From an optimization exercise on the open Yosys and OpenROAD flow, aimed at small area; shortcuts taken in it are not production practice.
For this run, only the layout was checked, not whether the RTL still works.
Power and IR drop assume default switching activity.

--- flow/design.v ---
module fix_mult (s0, s1, s2, s3, z0, z1, z2, z3, a, b, c);
output c;          
input  [15:0] s0, s1, s2, s3;
input  z0, z1, z2, z3;
output [25:0] a;
output [25:0] b;
wire [15:0] ns0 = ~s0;
wire nz0 = ~z0;
wire [15:0] ns1 = ~s1;
wire nz1 = ~z1;
wire [15:0] ns2 = ~s2;
wire nz2 = ~z2;
wire [15:0] ns3 = ~s3;
wire nz3 = ~z3;
wire qs0p = ~s0[15] | z0;    
wire qs1p = ~s1[15] | z1;    
wire qs1n = s1[15] & ~z1;    
wire qs2p = ~s2[15] | z2;    
wire qs3p = ~s3[15] | z3;    
wire qs3n = s3[15] & ~z3;    
wire w0, w1;
fa u1 (.a(s0[2]), .b(s0[0]), .c(ns1[0]), .s(w0), .co(w1));
wire w2, w3;
fa u2 (.a(ns3[0]), .b(w0), .c(s2[2]), .s(w2), .co(w3));
wire w4 = s0[3] ^ s0[1];
wire w5 = s0[3] | s0[1];
wire w6, w7;
fa u3 (.a(w1), .b(ns1[1]), .c(ns3[1]), .s(w6), .co(w7));
wire w8 = ~w4;
wire w9, w10;
fa u4 (.a(w8), .b(s2[3]), .c(w3), .s(w9), .co(w10));
wire w11, w12;
fa u5 (.a(s0[4]), .b(s0[2]), .c(w5), .s(w11), .co(w12));
wire w13, w14;
fa u6 (.a(w11), .b(ns1[2]), .c(ns3[2]), .s(w13), .co(w14));
wire w15, w16;
fa u7 (.a(s2[4]), .b(w7), .c(w13), .s(w15), .co(w16));
wire w17 = s0[5] ^ s0[3];
wire w18 = s0[5] | s0[3];
wire w19 = ~w17;
wire w20, w21;
fa u8 (.a(ns3[0]), .b(w19), .c(w12), .s(w20), .co(w21));
wire w22, w23;
fa u9 (.a(w20), .b(ns1[3]), .c(ns3[3]), .s(w22), .co(w23));
wire w24, w25;
fa u10 (.a(s2[5]), .b(w14), .c(w22), .s(w24), .co(w25));
wire w26, w27;
fa u11 (.a(s0[6]), .b(s0[4]), .c(w18), .s(w26), .co(w27));
wire w28, w29;
fa u12 (.a(s1[0]), .b(w26), .c(ns3[1]), .s(w28), .co(w29));
wire w30, w31;
fa u13 (.a(w21), .b(ns1[4]), .c(ns3[4]), .s(w30), .co(w31));
wire w32, w33;
fa u14 (.a(s2[6]), .b(w28), .c(w23), .s(w32), .co(w33));
wire w34, w35;
fa u15 (.a(w30), .b(w25), .c(w32), .s(w34), .co(w35));
wire w36, w37;
fa u16 (.a(s0[7]), .b(s0[5]), .c(w27), .s(w36), .co(w37));
wire w38, w39;
fa u17 (.a(s1[1]), .b(ns3[2]), .c(w36), .s(w38), .co(w39));
wire w40, w41;
fa u18 (.a(w29), .b(ns1[5]), .c(ns3[5]), .s(w40), .co(w41));
wire w42, w43;
fa u19 (.a(s2[7]), .b(w38), .c(w31), .s(w42), .co(w43));
wire w44, w45;
fa u20 (.a(w40), .b(w33), .c(w42), .s(w44), .co(w45));
wire w46, w47;
fa u21 (.a(s0[8]), .b(s0[6]), .c(s2[0]), .s(w46), .co(w47));
wire w48, w49;
fa u22 (.a(w46), .b(s1[2]), .c(w37), .s(w48), .co(w49));
wire w50, w51;
fa u23 (.a(ns3[3]), .b(ns1[6]), .c(ns3[6]), .s(w50), .co(w51));
wire w52, w53;
fa u24 (.a(w39), .b(w48), .c(s2[8]), .s(w52), .co(w53));
wire w54, w55;
fa u25 (.a(w41), .b(w50), .c(w43), .s(w54), .co(w55));
wire w56, w57;
fa u26 (.a(w52), .b(w45), .c(w54), .s(w56), .co(w57));
wire w58, w59;
fa u27 (.a(s0[9]), .b(s0[7]), .c(s3[0]), .s(w58), .co(w59));
wire w60, w61;
fa u28 (.a(w47), .b(w58), .c(s2[1]), .s(w60), .co(w61));
wire w62, w63;
fa u29 (.a(s1[3]), .b(ns3[4]), .c(w60), .s(w62), .co(w63));
wire w64, w65;
fa u30 (.a(w49), .b(ns1[7]), .c(ns3[7]), .s(w64), .co(w65));
wire w66, w67;
fa u31 (.a(s2[9]), .b(w62), .c(w51), .s(w66), .co(w67));
wire w68, w69;
fa u32 (.a(w53), .b(w64), .c(w66), .s(w68), .co(w69));
wire w70, w71;
fa u33 (.a(w55), .b(w68), .c(w57), .s(w70), .co(w71));
wire w72, w73;
fa u34 (.a(s0[10]), .b(s0[8]), .c(w59), .s(w72), .co(w73));
wire w74, w75;
fa u35 (.a(s3[1]), .b(s2[2]), .c(s1[4]), .s(w74), .co(w75));
wire w76, w77;
fa u36 (.a(w72), .b(w61), .c(ns3[5]), .s(w76), .co(w77));
wire w78, w79;
fa u37 (.a(w74), .b(ns1[8]), .c(ns3[8]), .s(w78), .co(w79));
wire w80, w81;
fa u38 (.a(w63), .b(s2[10]), .c(w76), .s(w80), .co(w81));
wire w82, w83;
fa u39 (.a(w65), .b(w78), .c(w67), .s(w82), .co(w83));
wire w84, w85;
fa u40 (.a(w80), .b(w69), .c(w82), .s(w84), .co(w85));
wire w86, w87;
fa u41 (.a(s0[11]), .b(s0[9]), .c(s3[2]), .s(w86), .co(w87));
wire w88, w89;
fa u42 (.a(s2[3]), .b(w73), .c(s1[5]), .s(w88), .co(w89));
wire w90, w91;
fa u43 (.a(w86), .b(ns3[6]), .c(w75), .s(w90), .co(w91));
wire w92, w93;
fa u44 (.a(w88), .b(w77), .c(ns1[9]), .s(w92), .co(w93));
wire w94, w95;
fa u45 (.a(ns3[9]), .b(s2[11]), .c(w90), .s(w94), .co(w95));
wire w96, w97;
fa u46 (.a(w79), .b(w81), .c(w92), .s(w96), .co(w97));
wire w98, w99;
fa u47 (.a(w94), .b(w83), .c(w96), .s(w98), .co(w99));
wire w100, w101;
fa u48 (.a(s0[12]), .b(s0[10]), .c(s3[3]), .s(w100), .co(w101));
wire w102, w103;
fa u49 (.a(s2[4]), .b(w87), .c(s1[6]), .s(w102), .co(w103));
wire w104, w105;
fa u50 (.a(w100), .b(ns3[7]), .c(w89), .s(w104), .co(w105));
wire w106, w107;
fa u51 (.a(w102), .b(ns1[10]), .c(ns3[10]), .s(w106), .co(w107));
wire w108, w109;
fa u52 (.a(w91), .b(s2[12]), .c(w104), .s(w108), .co(w109));
wire w110, w111;
fa u53 (.a(w93), .b(w106), .c(w95), .s(w110), .co(w111));
wire w112, w113;
fa u54 (.a(w108), .b(w97), .c(w110), .s(w112), .co(w113));
wire w114, w115;
fa u55 (.a(s0[13]), .b(s0[11]), .c(s3[4]), .s(w114), .co(w115));
wire w116, w117;
fa u56 (.a(s2[5]), .b(w101), .c(s1[7]), .s(w116), .co(w117));
wire w118, w119;
fa u57 (.a(w114), .b(ns3[8]), .c(w103), .s(w118), .co(w119));
wire w120, w121;
fa u58 (.a(w116), .b(s2[13]), .c(ns1[11]), .s(w120), .co(w121));
wire w122, w123;
fa u59 (.a(ns3[11]), .b(w105), .c(w118), .s(w122), .co(w123));
wire w124, w125;
fa u60 (.a(w107), .b(w120), .c(w109), .s(w124), .co(w125));
wire w126, w127;
fa u61 (.a(w122), .b(w111), .c(w124), .s(w126), .co(w127));
wire w128, w129;
fa u62 (.a(s0[14]), .b(s0[12]), .c(s3[5]), .s(w128), .co(w129));
wire w130, w131;
fa u63 (.a(s2[6]), .b(w115), .c(s1[8]), .s(w130), .co(w131));
wire w132, w133;
fa u64 (.a(w128), .b(ns3[9]), .c(w117), .s(w132), .co(w133));
wire w134, w135;
fa u65 (.a(s2[14]), .b(w130), .c(ns1[12]), .s(w134), .co(w135));
wire w136, w137;
fa u66 (.a(ns3[12]), .b(w119), .c(w132), .s(w136), .co(w137));
wire w138, w139;
fa u67 (.a(w121), .b(w134), .c(w123), .s(w138), .co(w139));
wire w140, w141;
fa u68 (.a(w136), .b(w125), .c(w138), .s(w140), .co(w141));
wire w142, w143;
fa u69 (.a(s0[13]), .b(qs0p), .c(s3[6]), .s(w142), .co(w143));
wire w144, w145;
fa u70 (.a(s2[7]), .b(w129), .c(s1[9]), .s(w144), .co(w145));
wire w146, w147;
fa u71 (.a(w142), .b(ns3[10]), .c(w131), .s(w146), .co(w147));
wire w148, w149;
fa u72 (.a(ns1[13]), .b(ns3[13]), .c(w144), .s(w148), .co(w149));
wire w150, w151;
fa u73 (.a(w133), .b(w146), .c(w135), .s(w150), .co(w151));
wire w152, w153;
fa u74 (.a(w148), .b(w137), .c(w150), .s(w152), .co(w153));
wire w154, w155;
fa u75 (.a(w139), .b(qs2p), .c(w152), .s(w154), .co(w155));
wire w156 = s0[14] ^ s3[7];
wire w157 = s0[14] | s3[7];
wire w158, w159;
fa u76 (.a(s2[8]), .b(w143), .c(s1[10]), .s(w158), .co(w159));
wire w160, w161;
fa u77 (.a(ns3[11]), .b(ns1[14]), .c(ns3[14]), .s(w160), .co(w161));
wire w162 = ~w156;
wire w163, w164;
fa u78 (.a(w162), .b(w145), .c(w158), .s(w163), .co(w164));
wire w165, w166;
fa u79 (.a(w147), .b(w160), .c(w149), .s(w165), .co(w166));
wire w167, w168;
fa u80 (.a(w163), .b(w151), .c(w165), .s(w167), .co(w168));
wire w169, w170;
fa u81 (.a(w153), .b(w167), .c(w155), .s(w169), .co(w170));
wire w171, w172;
fa u82 (.a(qs0p), .b(s3[8]), .c(s2[9]), .s(w171), .co(w172));
wire w173, w174;
fa u83 (.a(w157), .b(s1[11]), .c(ns3[12]), .s(w173), .co(w174));
wire w175, w176;
fa u84 (.a(w171), .b(w159), .c(w161), .s(w175), .co(w176));
wire w177, w178;
fa u85 (.a(w173), .b(w164), .c(w175), .s(w177), .co(w178));
wire w179, w180;
fa u86 (.a(w166), .b(qs1n), .c(qs3n), .s(w179), .co(w180));
wire w181, w182;
fa u87 (.a(w177), .b(w168), .c(w179), .s(w181), .co(w182));
wire w183, w184;
fa u88 (.a(s3[9]), .b(s2[10]), .c(s1[12]), .s(w183), .co(w184));
wire w185, w186;
fa u89 (.a(ns3[13]), .b(w172), .c(w183), .s(w185), .co(w186));
wire w187, w188;
fa u90 (.a(w174), .b(w176), .c(w185), .s(w187), .co(w188));
wire w189, w190;
fa u91 (.a(w178), .b(w187), .c(w180), .s(w189), .co(w190));
wire w191 = s3[10] ^ s2[11];
wire w192 = s3[10] | s2[11];
wire w193, w194;
fa u92 (.a(s1[13]), .b(ns3[14]), .c(w184), .s(w193), .co(w194));
wire w195 = ~w191;
wire w196, w197;
fa u93 (.a(w195), .b(w186), .c(w193), .s(w196), .co(w197));
wire w198, w199;
fa u94 (.a(w188), .b(w196), .c(w190), .s(w198), .co(w199));
wire w200, w201;
fa u95 (.a(s3[11]), .b(s1[14]), .c(s2[12]), .s(w200), .co(w201));
wire w202, w203;
fa u96 (.a(w192), .b(w200), .c(w194), .s(w202), .co(w203));
wire w204, w205;
fa u97 (.a(w197), .b(w202), .c(qs3n), .s(w204), .co(w205));
wire w206, w207;
fa u98 (.a(s2[13]), .b(s3[12]), .c(w201), .s(w206), .co(w207));
wire w208, w209;
fa u99 (.a(w206), .b(w203), .c(qs1p), .s(w208), .co(w209));
wire w210 = s2[14] ^ s3[13];
wire w211 = s2[14] | s3[13];
wire w212 = ~w210;
wire w213, w214;
fa u100 (.a(w212), .b(w207), .c(w209), .s(w213), .co(w214));
wire w215, w216;
fa u101 (.a(s3[14]), .b(w211), .c(qs2p), .s(w215), .co(w216));
wire cp0_p0 = s0[0] ^ s2[0];
wire cp0_g0 = s0[0] & s2[0];
wire cp0_p1 = s0[1] ^ s2[1];
wire cp0_g1 = s0[1] & s2[1];
wire cp0_p2 = w2 ^ 1'b0;
wire cp0_g2 = w2 & 1'b0;
wire cp0_p3 = w6 ^ w9;
wire cp0_g3 = w6 & w9;
wire cp0_p4 = w10 ^ w15;
wire cp0_g4 = w10 & w15;
wire cp0_p5 = w16 ^ w24;
wire cp0_g5 = w16 & w24;
wire cp0_p6 = w34 ^ 1'b0;
wire cp0_g6 = w34 & 1'b0;
wire cp0_p7 = w35 ^ w44;
wire cp0_g7 = w35 & w44;
wire cp0_p8 = w56 ^ 1'b0;
wire cp0_g8 = w56 & 1'b0;
wire cp0_p9 = w70 ^ 1'b0;
wire cp0_g9 = w70 & 1'b0;
wire cp0_p10 = w71 ^ w84;
wire cp0_g10 = w71 & w84;
wire cp0_p11 = w85 ^ w98;
wire cp0_g11 = w85 & w98;
wire cp0_p12 = w99 ^ w112;
wire cp0_g12 = w99 & w112;
wire cp0_p13 = w113 ^ w126;
wire cp0_g13 = w113 & w126;
wire cp0_p14 = w127 ^ w140;
wire cp0_g14 = w127 & w140;
wire cp0_p15 = w141 ^ w154;
wire cp0_g15 = w141 & w154;
wire cp0_p16 = w169 ^ 1'b0;
wire cp0_g16 = w169 & 1'b0;
wire cp0_G1 = cp0_g1 | (cp0_p1 & cp0_g0);
wire cp0_G2 = cp0_g3 | (cp0_p3 & cp0_g2);
wire cp0_P2 = cp0_p3 & cp0_p2;
wire cp0_G3 = cp0_g5 | (cp0_p5 & cp0_g4);
wire cp0_P3 = cp0_p5 & cp0_p4;
wire cp0_G4 = cp0_g7 | (cp0_p7 & cp0_g6);
wire cp0_P4 = cp0_p7 & cp0_p6;
wire cp0_G5 = cp0_g9 | (cp0_p9 & cp0_g8);
wire cp0_P5 = cp0_p9 & cp0_p8;
wire cp0_G6 = cp0_g11 | (cp0_p11 & cp0_g10);
wire cp0_P6 = cp0_p11 & cp0_p10;
wire cp0_G7 = cp0_g13 | (cp0_p13 & cp0_g12);
wire cp0_P7 = cp0_p13 & cp0_p12;
wire cp0_G8 = cp0_g15 | (cp0_p15 & cp0_g14);
wire cp0_P8 = cp0_p15 & cp0_p14;
wire cp0_G9 = cp0_G2 | (cp0_P2 & cp0_G1);
wire cp0_G10 = cp0_G4 | (cp0_P4 & cp0_G3);
wire cp0_P10 = cp0_P4 & cp0_P3;
wire cp0_G11 = cp0_G6 | (cp0_P6 & cp0_G5);
wire cp0_P11 = cp0_P6 & cp0_P5;
wire cp0_G12 = cp0_G8 | (cp0_P8 & cp0_G7);
wire cp0_P12 = cp0_P8 & cp0_P7;
wire cp0_G13 = cp0_G10 | (cp0_P10 & cp0_G9);
wire cp0_G14 = cp0_G12 | (cp0_P12 & cp0_G11);
wire cp0_P14 = cp0_P12 & cp0_P11;
wire cp0_G15 = cp0_G14 | (cp0_P14 & cp0_G13);
wire cp0_G16 = cp0_G11 | (cp0_P11 & cp0_G13);
wire cp0_G17 = cp0_G3 | (cp0_P3 & cp0_G9);
wire cp0_G18 = cp0_G5 | (cp0_P5 & cp0_G13);
wire cp0_G19 = cp0_G7 | (cp0_P7 & cp0_G16);
wire cp0_fs2, cp0_G20;
fa cp0_f2 (.a(w2), .b(1'b0), .c(cp0_G1), .s(cp0_fs2), .co(cp0_G20));
wire cp0_fs4, cp0_G21;
fa cp0_f4 (.a(w10), .b(w15), .c(cp0_G9), .s(cp0_fs4), .co(cp0_G21));
wire cp0_fs6, cp0_G22;
fa cp0_f6 (.a(w34), .b(1'b0), .c(cp0_G17), .s(cp0_fs6), .co(cp0_G22));
wire cp0_fs8, cp0_G23;
fa cp0_f8 (.a(w56), .b(1'b0), .c(cp0_G13), .s(cp0_fs8), .co(cp0_G23));
wire cp0_fs10, cp0_G24;
fa cp0_f10 (.a(w71), .b(w84), .c(cp0_G18), .s(cp0_fs10), .co(cp0_G24));
wire cp0_fs12, cp0_G25;
fa cp0_f12 (.a(w99), .b(w112), .c(cp0_G16), .s(cp0_fs12), .co(cp0_G25));
wire cp0_fs14, cp0_G26;
fa cp0_f14 (.a(w127), .b(w140), .c(cp0_G19), .s(cp0_fs14), .co(cp0_G26));
wire cp0_fs16, cp0_G27;
fa cp0_f16 (.a(w169), .b(1'b0), .c(cp0_G15), .s(cp0_fs16), .co(cp0_G27));
wire [16:0] cp0 = {cp0_fs16, cp0_p15 ^ cp0_G26, cp0_fs14, cp0_p13 ^ cp0_G25, cp0_fs12, cp0_p11 ^ cp0_G24, cp0_fs10, cp0_p9 ^ cp0_G23, cp0_fs8, cp0_p7 ^ cp0_G22, cp0_fs6, cp0_p5 ^ cp0_G21, cp0_fs4, cp0_p3 ^ cp0_G20, cp0_fs2, cp0_p1 ^ cp0_g0, cp0_p0};
wire cp0_co = cp0_G27;
assign a = {1'b1, qs3p, w214, w213, w205, w199, w198, w182, w170, cp0[16], cp0[15], cp0[14], cp0[13], cp0[12], cp0[11], cp0[10], cp0[9], cp0[8], cp0[7], cp0[6], cp0[5], cp0[4], cp0[3], cp0[2], cp0[1], cp0[0]};
assign b = {1'b0, w216, w215, 1'b0, w208, w204, 1'b0, w189, w181, 1'b0, 1'b0, 1'b0, 1'b0, 1'b0, 1'b0, 1'b0, 1'b0, 1'b0, 1'b0, 1'b0, 1'b0, 1'b0, 1'b0, 1'b0, 1'b0, 1'b0};
assign c = cp0_co;
endmodule
module fa (a, b, c, s, co);
input  a, b, c;
output s, co;
assign s  = a ^ b ^ c;
assign co = (a & b) | (a & c) | (b & c);
endmodule
module fir(
	out,
	x,
	clk,
	rest
	);
output [34:0] out;
input         rest;
input  [15:0] x;
input         clk;
reg  [15:0] r0, r1, r2, r3, r4, r5, r6, r7, r8, r9, r10, r11, r12, r13;
reg  [15:0] p;
reg  [2:0]  n;           
reg         z;           
reg  [2:0]  q;           
reg  [24:0] ra;
reg  [5:0] rb;
reg         rc;
wire [25:0] l = {1'b1, ra[24], ra[23], ra[22], ra[21], ra[20], ra[19], ra[18], ra[17], ra[16], ra[15], ra[14], ra[13], ra[12], ra[11], ra[10], ra[9], ra[8], ra[7], ra[6], ra[5], ra[4], ra[3], ra[2], ra[1], ra[0]}
              + {1'b0, rb[5], rb[4], 1'b0, rb[3], rb[2], 1'b0, rb[1], rb[0], 1'b0, 1'b0, 1'b0, 1'b0, 1'b0, 1'b0, 1'b0, 1'b0, 1'b0, 1'b0, 1'b0, 1'b0, 1'b0, 1'b0, 1'b0, 1'b0, 1'b0}
              + {rc, 17'd0};
wire [3:0] hi = {4{l[25]}} - {1'b0, q};
assign out = {hi, {4{l[25]}}, l, 1'b0} & {35{~z}};
wire [15:0] d7  = (rest && n == 3'd7) ? r6 : 16'd0;
wire [15:0] d14 = rest ? ~r13 : 16'd0;
wire t1n_x0 = r8[0] ^ r13[0];
wire t1n_s0 = t1n_x0 ^ 1'b1;
wire t1n_g0 = (r8[0] & r13[0]) | (t1n_x0 & 1'b1);
wire t1n_p0 = 1'b0;
wire t1n_p1 = r8[1] ^ r13[1];
wire t1n_g1 = r8[1] & r13[1];
wire t1n_p2 = r8[2] ^ r13[2];
wire t1n_g2 = r8[2] & r13[2];
wire t1n_p3 = r8[3] ^ r13[3];
wire t1n_g3 = r8[3] & r13[3];
wire t1n_p4 = r8[4] ^ r13[4];
wire t1n_g4 = r8[4] & r13[4];
wire t1n_p5 = r8[5] ^ r13[5];
wire t1n_g5 = r8[5] & r13[5];
wire t1n_p6 = r8[6] ^ r13[6];
wire t1n_g6 = r8[6] & r13[6];
wire t1n_p7 = r8[7] ^ r13[7];
wire t1n_g7 = r8[7] & r13[7];
wire t1n_p8 = r8[8] ^ r13[8];
wire t1n_g8 = r8[8] & r13[8];
wire t1n_p9 = r8[9] ^ r13[9];
wire t1n_g9 = r8[9] & r13[9];
wire t1n_p10 = r8[10] ^ r13[10];
wire t1n_g10 = r8[10] & r13[10];
wire t1n_p11 = r8[11] ^ r13[11];
wire t1n_g11 = r8[11] & r13[11];
wire t1n_p12 = r8[12] ^ r13[12];
wire t1n_g12 = r8[12] & r13[12];
wire t1n_p13 = r8[13] ^ r13[13];
wire t1n_g13 = r8[13] & r13[13];
wire t1n_p14 = r8[14] ^ r13[14];
wire t1n_g14 = r8[14] & r13[14];
wire t1n_p15 = r8[15] ^ r13[15];
wire t1n_g15 = r8[15] & r13[15];
wire t1n_G1 = t1n_g1 | (t1n_p1 & t1n_g0);
wire t1n_G2 = t1n_g3 | (t1n_p3 & t1n_g2);
wire t1n_P2 = t1n_p3 & t1n_p2;
wire t1n_G3 = t1n_g5 | (t1n_p5 & t1n_g4);
wire t1n_P3 = t1n_p5 & t1n_p4;
wire t1n_G4 = t1n_g7 | (t1n_p7 & t1n_g6);
wire t1n_P4 = t1n_p7 & t1n_p6;
wire t1n_G5 = t1n_g9 | (t1n_p9 & t1n_g8);
wire t1n_P5 = t1n_p9 & t1n_p8;
wire t1n_G6 = t1n_g11 | (t1n_p11 & t1n_g10);
wire t1n_P6 = t1n_p11 & t1n_p10;
wire t1n_G7 = t1n_g13 | (t1n_p13 & t1n_g12);
wire t1n_P7 = t1n_p13 & t1n_p12;
wire t1n_G8 = t1n_g15 | (t1n_p15 & t1n_g14);
wire t1n_P8 = t1n_p15 & t1n_p14;
wire t1n_G9 = t1n_G2 | (t1n_P2 & t1n_G1);
wire t1n_G10 = t1n_G4 | (t1n_P4 & t1n_G3);
wire t1n_P10 = t1n_P4 & t1n_P3;
wire t1n_G11 = t1n_G6 | (t1n_P6 & t1n_G5);
wire t1n_P11 = t1n_P6 & t1n_P5;
wire t1n_G12 = t1n_G8 | (t1n_P8 & t1n_G7);
wire t1n_P12 = t1n_P8 & t1n_P7;
wire t1n_G13 = t1n_G10 | (t1n_P10 & t1n_G9);
wire t1n_G14 = t1n_G12 | (t1n_P12 & t1n_G11);
wire t1n_P14 = t1n_P12 & t1n_P11;
wire t1n_G15 = t1n_G14 | (t1n_P14 & t1n_G13);
wire t1n_G16 = t1n_G11 | (t1n_P11 & t1n_G13);
wire t1n_G17 = t1n_G3 | (t1n_P3 & t1n_G9);
wire t1n_G18 = t1n_G5 | (t1n_P5 & t1n_G13);
wire t1n_G19 = t1n_G7 | (t1n_P7 & t1n_G16);
wire t1n_fs2, t1n_G20;
fa t1n_f2 (.a(r8[2]), .b(r13[2]), .c(t1n_G1), .s(t1n_fs2), .co(t1n_G20));
wire t1n_fs4, t1n_G21;
fa t1n_f4 (.a(r8[4]), .b(r13[4]), .c(t1n_G9), .s(t1n_fs4), .co(t1n_G21));
wire t1n_fs6, t1n_G22;
fa t1n_f6 (.a(r8[6]), .b(r13[6]), .c(t1n_G17), .s(t1n_fs6), .co(t1n_G22));
wire t1n_fs8, t1n_G23;
fa t1n_f8 (.a(r8[8]), .b(r13[8]), .c(t1n_G13), .s(t1n_fs8), .co(t1n_G23));
wire t1n_fs10, t1n_G24;
fa t1n_f10 (.a(r8[10]), .b(r13[10]), .c(t1n_G18), .s(t1n_fs10), .co(t1n_G24));
wire t1n_fs12, t1n_G25;
fa t1n_f12 (.a(r8[12]), .b(r13[12]), .c(t1n_G16), .s(t1n_fs12), .co(t1n_G25));
wire t1n_fs14, t1n_G26;
fa t1n_f14 (.a(r8[14]), .b(r13[14]), .c(t1n_G19), .s(t1n_fs14), .co(t1n_G26));
wire [15:0] t1n = {t1n_p15 ^ t1n_G26, t1n_fs14, t1n_p13 ^ t1n_G25, t1n_fs12, t1n_p11 ^ t1n_G24, t1n_fs10, t1n_p9 ^ t1n_G23, t1n_fs8, t1n_p7 ^ t1n_G22, t1n_fs6, t1n_p5 ^ t1n_G21, t1n_fs4, t1n_p3 ^ t1n_G20, t1n_fs2, t1n_p1 ^ t1n_g0, t1n_s0};
wire t1n_co = t1n_G15;
wire t2_p0 = r9[0] ^ r12[0];
wire t2_g0 = r9[0] & r12[0];
wire t2_p1 = r9[1] ^ r12[1];
wire t2_g1 = r9[1] & r12[1];
wire t2_p2 = r9[2] ^ r12[2];
wire t2_g2 = r9[2] & r12[2];
wire t2_p3 = r9[3] ^ r12[3];
wire t2_g3 = r9[3] & r12[3];
wire t2_p4 = r9[4] ^ r12[4];
wire t2_g4 = r9[4] & r12[4];
wire t2_p5 = r9[5] ^ r12[5];
wire t2_g5 = r9[5] & r12[5];
wire t2_p6 = r9[6] ^ r12[6];
wire t2_g6 = r9[6] & r12[6];
wire t2_p7 = r9[7] ^ r12[7];
wire t2_g7 = r9[7] & r12[7];
wire t2_p8 = r9[8] ^ r12[8];
wire t2_g8 = r9[8] & r12[8];
wire t2_p9 = r9[9] ^ r12[9];
wire t2_g9 = r9[9] & r12[9];
wire t2_p10 = r9[10] ^ r12[10];
wire t2_g10 = r9[10] & r12[10];
wire t2_p11 = r9[11] ^ r12[11];
wire t2_g11 = r9[11] & r12[11];
wire t2_p12 = r9[12] ^ r12[12];
wire t2_g12 = r9[12] & r12[12];
wire t2_p13 = r9[13] ^ r12[13];
wire t2_g13 = r9[13] & r12[13];
wire t2_p14 = r9[14] ^ r12[14];
wire t2_g14 = r9[14] & r12[14];
wire t2_p15 = r9[15] ^ r12[15];
wire t2_g15 = r9[15] & r12[15];
wire t2_G1 = t2_g1 | (t2_p1 & t2_g0);
wire t2_G2 = t2_g3 | (t2_p3 & t2_g2);
wire t2_P2 = t2_p3 & t2_p2;
wire t2_G3 = t2_g5 | (t2_p5 & t2_g4);
wire t2_P3 = t2_p5 & t2_p4;
wire t2_G4 = t2_g7 | (t2_p7 & t2_g6);
wire t2_P4 = t2_p7 & t2_p6;
wire t2_G5 = t2_g9 | (t2_p9 & t2_g8);
wire t2_P5 = t2_p9 & t2_p8;
wire t2_G6 = t2_g11 | (t2_p11 & t2_g10);
wire t2_P6 = t2_p11 & t2_p10;
wire t2_G7 = t2_g13 | (t2_p13 & t2_g12);
wire t2_P7 = t2_p13 & t2_p12;
wire t2_G8 = t2_g15 | (t2_p15 & t2_g14);
wire t2_P8 = t2_p15 & t2_p14;
wire t2_G9 = t2_G2 | (t2_P2 & t2_G1);
wire t2_G10 = t2_G4 | (t2_P4 & t2_G3);
wire t2_P10 = t2_P4 & t2_P3;
wire t2_G11 = t2_G6 | (t2_P6 & t2_G5);
wire t2_P11 = t2_P6 & t2_P5;
wire t2_G12 = t2_G8 | (t2_P8 & t2_G7);
wire t2_P12 = t2_P8 & t2_P7;
wire t2_G13 = t2_G10 | (t2_P10 & t2_G9);
wire t2_G14 = t2_G12 | (t2_P12 & t2_G11);
wire t2_P14 = t2_P12 & t2_P11;
wire t2_G15 = t2_G14 | (t2_P14 & t2_G13);
wire t2_G16 = t2_G11 | (t2_P11 & t2_G13);
wire t2_G17 = t2_G3 | (t2_P3 & t2_G9);
wire t2_G18 = t2_G5 | (t2_P5 & t2_G13);
wire t2_G19 = t2_G7 | (t2_P7 & t2_G16);
wire t2_fs2, t2_G20;
fa t2_f2 (.a(r9[2]), .b(r12[2]), .c(t2_G1), .s(t2_fs2), .co(t2_G20));
wire t2_fs4, t2_G21;
fa t2_f4 (.a(r9[4]), .b(r12[4]), .c(t2_G9), .s(t2_fs4), .co(t2_G21));
wire t2_fs6, t2_G22;
fa t2_f6 (.a(r9[6]), .b(r12[6]), .c(t2_G17), .s(t2_fs6), .co(t2_G22));
wire t2_fs8, t2_G23;
fa t2_f8 (.a(r9[8]), .b(r12[8]), .c(t2_G13), .s(t2_fs8), .co(t2_G23));
wire t2_fs10, t2_G24;
fa t2_f10 (.a(r9[10]), .b(r12[10]), .c(t2_G18), .s(t2_fs10), .co(t2_G24));
wire t2_fs12, t2_G25;
fa t2_f12 (.a(r9[12]), .b(r12[12]), .c(t2_G16), .s(t2_fs12), .co(t2_G25));
wire t2_fs14, t2_G26;
fa t2_f14 (.a(r9[14]), .b(r12[14]), .c(t2_G19), .s(t2_fs14), .co(t2_G26));
wire [15:0] t2 = {t2_p15 ^ t2_G26, t2_fs14, t2_p13 ^ t2_G25, t2_fs12, t2_p11 ^ t2_G24, t2_fs10, t2_p9 ^ t2_G23, t2_fs8, t2_p7 ^ t2_G22, t2_fs6, t2_p5 ^ t2_G21, t2_fs4, t2_p3 ^ t2_G20, t2_fs2, t2_p1 ^ t2_g0, t2_p0};
wire t2_co = t2_G15;
wire t3n_x0 = r10[0] ^ r11[0];
wire t3n_s0 = t3n_x0 ^ 1'b1;
wire t3n_g0 = (r10[0] & r11[0]) | (t3n_x0 & 1'b1);
wire t3n_p0 = 1'b0;
wire t3n_p1 = r10[1] ^ r11[1];
wire t3n_g1 = r10[1] & r11[1];
wire t3n_p2 = r10[2] ^ r11[2];
wire t3n_g2 = r10[2] & r11[2];
wire t3n_p3 = r10[3] ^ r11[3];
wire t3n_g3 = r10[3] & r11[3];
wire t3n_p4 = r10[4] ^ r11[4];
wire t3n_g4 = r10[4] & r11[4];
wire t3n_p5 = r10[5] ^ r11[5];
wire t3n_g5 = r10[5] & r11[5];
wire t3n_p6 = r10[6] ^ r11[6];
wire t3n_g6 = r10[6] & r11[6];
wire t3n_p7 = r10[7] ^ r11[7];
wire t3n_g7 = r10[7] & r11[7];
wire t3n_p8 = r10[8] ^ r11[8];
wire t3n_g8 = r10[8] & r11[8];
wire t3n_p9 = r10[9] ^ r11[9];
wire t3n_g9 = r10[9] & r11[9];
wire t3n_p10 = r10[10] ^ r11[10];
wire t3n_g10 = r10[10] & r11[10];
wire t3n_p11 = r10[11] ^ r11[11];
wire t3n_g11 = r10[11] & r11[11];
wire t3n_p12 = r10[12] ^ r11[12];
wire t3n_g12 = r10[12] & r11[12];
wire t3n_p13 = r10[13] ^ r11[13];
wire t3n_g13 = r10[13] & r11[13];
wire t3n_p14 = r10[14] ^ r11[14];
wire t3n_g14 = r10[14] & r11[14];
wire t3n_p15 = r10[15] ^ r11[15];
wire t3n_g15 = r10[15] & r11[15];
wire t3n_G1 = t3n_g1 | (t3n_p1 & t3n_g0);
wire t3n_G2 = t3n_g3 | (t3n_p3 & t3n_g2);
wire t3n_P2 = t3n_p3 & t3n_p2;
wire t3n_G3 = t3n_g5 | (t3n_p5 & t3n_g4);
wire t3n_P3 = t3n_p5 & t3n_p4;
wire t3n_G4 = t3n_g7 | (t3n_p7 & t3n_g6);
wire t3n_P4 = t3n_p7 & t3n_p6;
wire t3n_G5 = t3n_g9 | (t3n_p9 & t3n_g8);
wire t3n_P5 = t3n_p9 & t3n_p8;
wire t3n_G6 = t3n_g11 | (t3n_p11 & t3n_g10);
wire t3n_P6 = t3n_p11 & t3n_p10;
wire t3n_G7 = t3n_g13 | (t3n_p13 & t3n_g12);
wire t3n_P7 = t3n_p13 & t3n_p12;
wire t3n_G8 = t3n_g15 | (t3n_p15 & t3n_g14);
wire t3n_P8 = t3n_p15 & t3n_p14;
wire t3n_G9 = t3n_G2 | (t3n_P2 & t3n_G1);
wire t3n_G10 = t3n_G4 | (t3n_P4 & t3n_G3);
wire t3n_P10 = t3n_P4 & t3n_P3;
wire t3n_G11 = t3n_G6 | (t3n_P6 & t3n_G5);
wire t3n_P11 = t3n_P6 & t3n_P5;
wire t3n_G12 = t3n_G8 | (t3n_P8 & t3n_G7);
wire t3n_P12 = t3n_P8 & t3n_P7;
wire t3n_G13 = t3n_G10 | (t3n_P10 & t3n_G9);
wire t3n_G14 = t3n_G12 | (t3n_P12 & t3n_G11);
wire t3n_P14 = t3n_P12 & t3n_P11;
wire t3n_G15 = t3n_G14 | (t3n_P14 & t3n_G13);
wire t3n_G16 = t3n_G11 | (t3n_P11 & t3n_G13);
wire t3n_G17 = t3n_G3 | (t3n_P3 & t3n_G9);
wire t3n_G18 = t3n_G5 | (t3n_P5 & t3n_G13);
wire t3n_G19 = t3n_G7 | (t3n_P7 & t3n_G16);
wire t3n_fs2, t3n_G20;
fa t3n_f2 (.a(r10[2]), .b(r11[2]), .c(t3n_G1), .s(t3n_fs2), .co(t3n_G20));
wire t3n_fs4, t3n_G21;
fa t3n_f4 (.a(r10[4]), .b(r11[4]), .c(t3n_G9), .s(t3n_fs4), .co(t3n_G21));
wire t3n_fs6, t3n_G22;
fa t3n_f6 (.a(r10[6]), .b(r11[6]), .c(t3n_G17), .s(t3n_fs6), .co(t3n_G22));
wire t3n_fs8, t3n_G23;
fa t3n_f8 (.a(r10[8]), .b(r11[8]), .c(t3n_G13), .s(t3n_fs8), .co(t3n_G23));
wire t3n_fs10, t3n_G24;
fa t3n_f10 (.a(r10[10]), .b(r11[10]), .c(t3n_G18), .s(t3n_fs10), .co(t3n_G24));
wire t3n_fs12, t3n_G25;
fa t3n_f12 (.a(r10[12]), .b(r11[12]), .c(t3n_G16), .s(t3n_fs12), .co(t3n_G25));
wire t3n_fs14, t3n_G26;
fa t3n_f14 (.a(r10[14]), .b(r11[14]), .c(t3n_G19), .s(t3n_fs14), .co(t3n_G26));
wire [15:0] t3n = {t3n_p15 ^ t3n_G26, t3n_fs14, t3n_p13 ^ t3n_G25, t3n_fs12, t3n_p11 ^ t3n_G24, t3n_fs10, t3n_p9 ^ t3n_G23, t3n_fs8, t3n_p7 ^ t3n_G22, t3n_fs6, t3n_p5 ^ t3n_G21, t3n_fs4, t3n_p3 ^ t3n_G20, t3n_fs2, t3n_p1 ^ t3n_g0, t3n_s0};
wire t3n_co = t3n_G15;
wire pn_p0 = d7[0] ^ d14[0];
wire pn_g0 = d7[0] & d14[0];
wire pn_p1 = d7[1] ^ d14[1];
wire pn_g1 = d7[1] & d14[1];
wire pn_p2 = d7[2] ^ d14[2];
wire pn_g2 = d7[2] & d14[2];
wire pn_p3 = d7[3] ^ d14[3];
wire pn_g3 = d7[3] & d14[3];
wire pn_p4 = d7[4] ^ d14[4];
wire pn_g4 = d7[4] & d14[4];
wire pn_p5 = d7[5] ^ d14[5];
wire pn_g5 = d7[5] & d14[5];
wire pn_p6 = d7[6] ^ d14[6];
wire pn_g6 = d7[6] & d14[6];
wire pn_p7 = d7[7] ^ d14[7];
wire pn_g7 = d7[7] & d14[7];
wire pn_p8 = d7[8] ^ d14[8];
wire pn_g8 = d7[8] & d14[8];
wire pn_p9 = d7[9] ^ d14[9];
wire pn_g9 = d7[9] & d14[9];
wire pn_p10 = d7[10] ^ d14[10];
wire pn_g10 = d7[10] & d14[10];
wire pn_p11 = d7[11] ^ d14[11];
wire pn_g11 = d7[11] & d14[11];
wire pn_p12 = d7[12] ^ d14[12];
wire pn_g12 = d7[12] & d14[12];
wire pn_p13 = d7[13] ^ d14[13];
wire pn_g13 = d7[13] & d14[13];
wire pn_p14 = d7[14] ^ d14[14];
wire pn_g14 = d7[14] & d14[14];
wire pn_p15 = d7[15] ^ d14[15];
wire pn_g15 = d7[15] & d14[15];
wire pn_G1 = pn_g1 | (pn_p1 & pn_g0);
wire pn_G2 = pn_g3 | (pn_p3 & pn_g2);
wire pn_P2 = pn_p3 & pn_p2;
wire pn_G3 = pn_g5 | (pn_p5 & pn_g4);
wire pn_P3 = pn_p5 & pn_p4;
wire pn_G4 = pn_g7 | (pn_p7 & pn_g6);
wire pn_P4 = pn_p7 & pn_p6;
wire pn_G5 = pn_g9 | (pn_p9 & pn_g8);
wire pn_P5 = pn_p9 & pn_p8;
wire pn_G6 = pn_g11 | (pn_p11 & pn_g10);
wire pn_P6 = pn_p11 & pn_p10;
wire pn_G7 = pn_g13 | (pn_p13 & pn_g12);
wire pn_P7 = pn_p13 & pn_p12;
wire pn_G8 = pn_g15 | (pn_p15 & pn_g14);
wire pn_P8 = pn_p15 & pn_p14;
wire pn_G9 = pn_G2 | (pn_P2 & pn_G1);
wire pn_G10 = pn_G4 | (pn_P4 & pn_G3);
wire pn_P10 = pn_P4 & pn_P3;
wire pn_G11 = pn_G6 | (pn_P6 & pn_G5);
wire pn_P11 = pn_P6 & pn_P5;
wire pn_G12 = pn_G8 | (pn_P8 & pn_G7);
wire pn_P12 = pn_P8 & pn_P7;
wire pn_G13 = pn_G10 | (pn_P10 & pn_G9);
wire pn_G14 = pn_G12 | (pn_P12 & pn_G11);
wire pn_P14 = pn_P12 & pn_P11;
wire pn_G15 = pn_G14 | (pn_P14 & pn_G13);
wire pn_G16 = pn_G11 | (pn_P11 & pn_G13);
wire pn_G17 = pn_G3 | (pn_P3 & pn_G9);
wire pn_G18 = pn_G5 | (pn_P5 & pn_G13);
wire pn_G19 = pn_G7 | (pn_P7 & pn_G16);
wire pn_fs2, pn_G20;
fa pn_f2 (.a(d7[2]), .b(d14[2]), .c(pn_G1), .s(pn_fs2), .co(pn_G20));
wire pn_fs4, pn_G21;
fa pn_f4 (.a(d7[4]), .b(d14[4]), .c(pn_G9), .s(pn_fs4), .co(pn_G21));
wire pn_fs6, pn_G22;
fa pn_f6 (.a(d7[6]), .b(d14[6]), .c(pn_G17), .s(pn_fs6), .co(pn_G22));
wire pn_fs8, pn_G23;
fa pn_f8 (.a(d7[8]), .b(d14[8]), .c(pn_G13), .s(pn_fs8), .co(pn_G23));
wire pn_fs10, pn_G24;
fa pn_f10 (.a(d7[10]), .b(d14[10]), .c(pn_G18), .s(pn_fs10), .co(pn_G24));
wire pn_fs12, pn_G25;
fa pn_f12 (.a(d7[12]), .b(d14[12]), .c(pn_G16), .s(pn_fs12), .co(pn_G25));
wire pn_fs14, pn_G26;
fa pn_f14 (.a(d7[14]), .b(d14[14]), .c(pn_G19), .s(pn_fs14), .co(pn_G26));
wire [15:0] pn = {pn_p15 ^ pn_G26, pn_fs14, pn_p13 ^ pn_G25, pn_fs12, pn_p11 ^ pn_G24, pn_fs10, pn_p9 ^ pn_G23, pn_fs8, pn_p7 ^ pn_G22, pn_fs6, pn_p5 ^ pn_G21, pn_fs4, pn_p3 ^ pn_G20, pn_fs2, pn_p1 ^ pn_g0, pn_p0};
wire pn_co = pn_G15;
wire [15:0] t1 = ~t1n;    
wire [15:0] t3 = ~t3n;    
wire z0 = p[15]  & ~|p[14:0];
wire z1 = t1[15] & ~|t1[14:0];
wire z2 = t2[15] & ~|t2[14:0];
wire z3 = t3[15] & ~|t3[14:0];
wire [2:0] qn = z0 + z1 + z2 + z3;
wire [25:0] an, bn;
wire cn;
fix_mult core (.s0(p), .s1(t1), .s2(t2), .s3(t3), .z0(z0), .z1(z1), .z2(z2), .z3(z3), .a(an), .b(bn), .c(cn));
always @(posedge clk) begin
	r0  <= x;
	r1  <= r0;
	r2  <= r1;
	r3  <= r2;
	r4  <= r3;
	r5  <= r4;
	r6  <= r5;
	r7  <= d7;
	r8  <= ~(rest ? r7  : 16'd0);
	r9  <= rest ? ~r8  : 16'd0;
	r10 <= ~(rest ? r9  : 16'd0);
	r11 <= ~(rest ? ~r10 : 16'd0);
	r12 <= rest ? ~r11 : 16'd0;
	r13 <= ~(rest ? r12 : 16'd0);
	p   <= pn;
	z   <= ~rest;
	q   <= qn;
	ra  <= {an[24], an[23], an[22], an[21], an[20], an[19], an[18], an[17], an[16], an[15], an[14], an[13], an[12], an[11], an[10], an[9], an[8], an[7], an[6], an[5], an[4], an[3], an[2], an[1], an[0]};
	rb  <= {bn[24], bn[23], bn[21], bn[20], bn[18], bn[17]};
	rc  <= cn;
	if (!rest)
		n <= 3'd0;
	else if (n != 3'd7)
		n <= n + 3'd1;
end
endmodule
--- flow/flow/run.sh ---
#!/bin/bash
# Own flow: the standard layout (standard.sh, all steps), except that the
# port buffers that global placement inserts (one per input and output port,
# as in the standard flow) are the library's smallest buffer, buf_1.
set -e
export BUFFER_PORTS_ARGS="-buffer_cell sky130_fd_sc_hd__buf_1"
bash standard.sh > standard.log 2>&1
--- flow/standard.sh ---
#!/bin/bash
# synth_recipe.tcl (not shown) runs the flow's synth.tcl, then flattens the netlist and writes it again
# the make line also repeats each setting of config.mk as NAME=value (left out here)
make -C /OpenROAD-flow-scripts/flow DESIGN_CONFIG=/design/flow/config.mk WORK_HOME=/design/flow/orfs CLKGATE_MAP_FILE= SYNTH_SCRIPT=/design/flow/synth_recipe.tcl "${@:-finish}"
--- flow/config.mk ---
export PLATFORM = sky130hd
export DESIGN_NAME = fir
export DESIGN_NICKNAME = fir
export VERILOG_FILES = /design/flow/design.v
export SDC_FILE = /design/flow/constraint.sdc
export NUM_CORES = 4
export LEC_CHECK = 0
export CAP_MARGIN = 20
export CORE_MARGIN = 2
export CORE_UTILIZATION = 65
export CTS_BUF_LIST = sky130_fd_sc_hd__clkbuf_8
export CTS_CLUSTER_DIAMETER = 150
export CTS_CLUSTER_SIZE = 16
export SLEW_MARGIN = 20
export SYNTH_HIERARCHICAL = 1
export SYNTH_MINIMUM_KEEP_SIZE = 0
--- flow/constraint.sdc ---
create_clock -name core_clock -period 6.0 [get_ports {clk}]
set_input_delay 1.2000 -clock core_clock [delete_from_list [all_inputs] [get_ports {clk}]]
set_output_delay 1.2000 -clock core_clock [all_outputs]
set_load 0.01 [all_outputs]
==> impl_metrics.toml <==
[critical_path]
cp_max_fo = 4
critPathKind = "flip-flop to flip-flop"
critPathBufInv = 2
path_delay_family = "adder cells"
critPathCaptureType = "flip-flop"
critical_path.max_stage_delay_ps = 560
cp-start-kind = "flip-flop"
arrival_ps = 6250
crit_slowest_cell = "fa_1"
required_ps = 6450
critical_path.cell_chain = "inv_1, ha_1, inv_1, fa_1, a21o_1, nand2_1, nand2b_1, fa_1, xnor2_1, fa_1, fa_1, fa_1, fa_1, ha_1, a21oi_1, a21oi_2, a2111oi_2, nor2_1, fa_1, xor2_1"
crit_top_cell = "fa_1"

[status]
status = "timing/DRC/antenna clean"

[timing]
fin_skew_ps = 28.83
layout_setup_ws_ps = 202.7
rsz0062_at_grt = "false"
tns_ps = 0
tightest_slew_ps = 967.0
hold_viol = 0
finalSetupViolations = 0
maxSlewViolCount = 0
fin_crit_ps = 5797
worst_hold_slack_ps = 314.4
period_share_pct = 96.62
max_slew_margin_pct = 35.45
fmax_mhz = 172.5

[cells_and_area]
antennaDiodeCount = 0
utilization_pct = 69.97
finalNetCount = 1308
nFillCells = 1399
fin_area_mm2 = 0.01309
area_delta_synth_final_pct = 5.645
drive_above_1_share_pct = 7.649

[clock_tree]
clk_path_buf_depth = 3
clk_pin_slew_ps = 100
cts-root-buf = "clkbuf_8"
cts_buffers = 21
htreeDepth = 1
cts.sinks = 279
clk_latency_ps = 560
cts_tree = "yes"

[drt]
vias = 6660
drt_pass1_iterations = 4
antenna_left = 0
drc = 0
vias_per_cell = 5.151
wl_per_cell_um = 16.64
drt-initial-drc-count = 327
wirelength_um = 21520

[die]
ios = 53
die-area_mm2 = 0.02018
initial_core_util_pct = 66.23
fp.dieH_um = 142.1
coreArea_mm2 = 0.01871
die_x_um = 142.1
row_count = 50

[global_routing]
grt_overflow = 0
grt_pass1_wl_um = 35470
grtUsageTotal_pct = 22.72
grt_antenna_before_repair = 0
grt_pass1_vias = 6903
grt_start_max_net_pins = 74

[placement]
portBuffers = 51
dp_hpwl_um = 17130
place.gp.congestion = 0.9673
place_area_mm2 = 0.01270
post-place-ws_ps = 142.3

[synth]
syn_area_per_cell_um2 = 12.22
yosys_warnings = 7
netlist_area_mm2 = 0.01239
synthCells = 1014

[power_and_ir_drop]
p_leak_nw = 5.900
ir_worst_vdd_mv = 0.2707
powerDensity_mw_per_mm2 = 232.7

[hold_path]
hp-class = "flip-flop to flip-flop"

[flow_run]
maxCapViolCount = 0
==> repair_timing <==
item,CTS,global route
buffers inserted,0,2
hold buffers,0,0
gates resized for setup,0,20
setup endpoints to repair,0,4
==> sequential cells by signal (all words and copies together), names as in the netlist, 3 cells and up <==
signal	flops
ra	25
p	16
r0	16
r10	16
r11	16
r12	16
r13	16
r1	16
r2	16
r3	16
r4	16
r5	16
r6	16
r7	16
r8	16
r9	16
rb	6
n	3
q	3
==> cell usage in the layout, fill, tap and decap left out, types with 5 or more instances in the layout <==
master,n
xor2_1,24
clkbuf_8,21
dfxtp_1,279
nand2_1,58
conb_1,5
buf_1,50
nand3_1,5
xnor2_1,17
nand4_1,7
a21o_1,21
inv_1,101
nor4_1,7
ha_1,84
a21oi_1,19
fa_2,11
nor2b_1,21
nor2_1,68
and3_1,16
o21ai_0,9
a31o_2,12
nand2b_1,24
fa_1,135
buf_4,15
==> area by class of cell <==
| class | instances | area (um^2) | area share [%] |
|---|---|---|---|
| inverter | 103 | 386.6 | 2.954 |
| sequential | 279 | 5585 | 42.67 |
| tap | 234 | 292.8 | 2.237 |
| clock buffer | 21 | 289.0 | 2.208 |
| multi-input combinational | 588 | 6211 | 47.45 |
| clock inverter | 2 | 18.77 | 0.1434 |
| timing repair buffer | 66 | 305.3 | 2.332 |
==> final timing paths <==
path,cells after the start,slack (ps),endpoint,from
hold / removal,0,310,r1[6]$_DFF_P_,r0[6]$_DFF_P_
setup / recovery,20,200,ra[15]$_DFF_P_,r8[0]$_DFF_P_
hold reg to reg,0,310,r1[6]$_DFF_P_,r0[6]$_DFF_P_
setup reg to reg,20,200,ra[15]$_DFF_P_,r8[0]$_DFF_P_
==> power by group <==
group / switching, mW / internal, mW / leakage [nW]
clock network: 0.548 / 0.321 / 0.157
registers: 0.0181 / 1.92 / 2.30
logic: 0.128 / 0.110 / 3.45
total: 0.694 / 2.35 / 5.90
==> metal layers <==
layer | GRT usage, % | wire length, um | vias up
met5 | 0 | 0 | -
met4 | 5.789 | 461 | 0
met3 | 3.533 | 972 | 26
met2 | 37.83 | 10180 | 146
met1 | 31.58 | 9905 | 3225
li1 | - | - | 3263
==> through the flow <==
stage	power, mW	cells
2_1_floorplan	2.191	1017
3_5_place_dp	2.225	1268
6_report	3.046	1293
3_3_place_gp	2.219	1268
4_1_cts	3.095	1291
5_1_grt	3.191	1293

port drivers added, routing unchanged:
Ports are ideal in the flow. The routed layout listed here was re-timed in OpenROAD.
Step 1: set_driving_cell puts a clkbuf_16 on clk and a buf_2 on each other input, an assumption about the parent block.
Step 2 times the ports against the registers' clock, not the clock port: input delays grow and output delays shrink by t, the midpoint of the rising clock arrivals with the driver on.
a / b / c = no drivers / after step 1 / after step 2; a / b = the first two.
t, ns: 0.587
slack for setup (ns): 0.203 / 0.203 / 0.203
clock arrival spread, ns: 0.033 / 0.033
slew at the worst register clock pin (ns): 0.10 / 0.10
pins driven straight from the clock port: 1
After both steps this run still meets setup and hold. For this run, drivers alone change the setup slack by 0.000 ns; drivers and shift together by 0.000 ns.
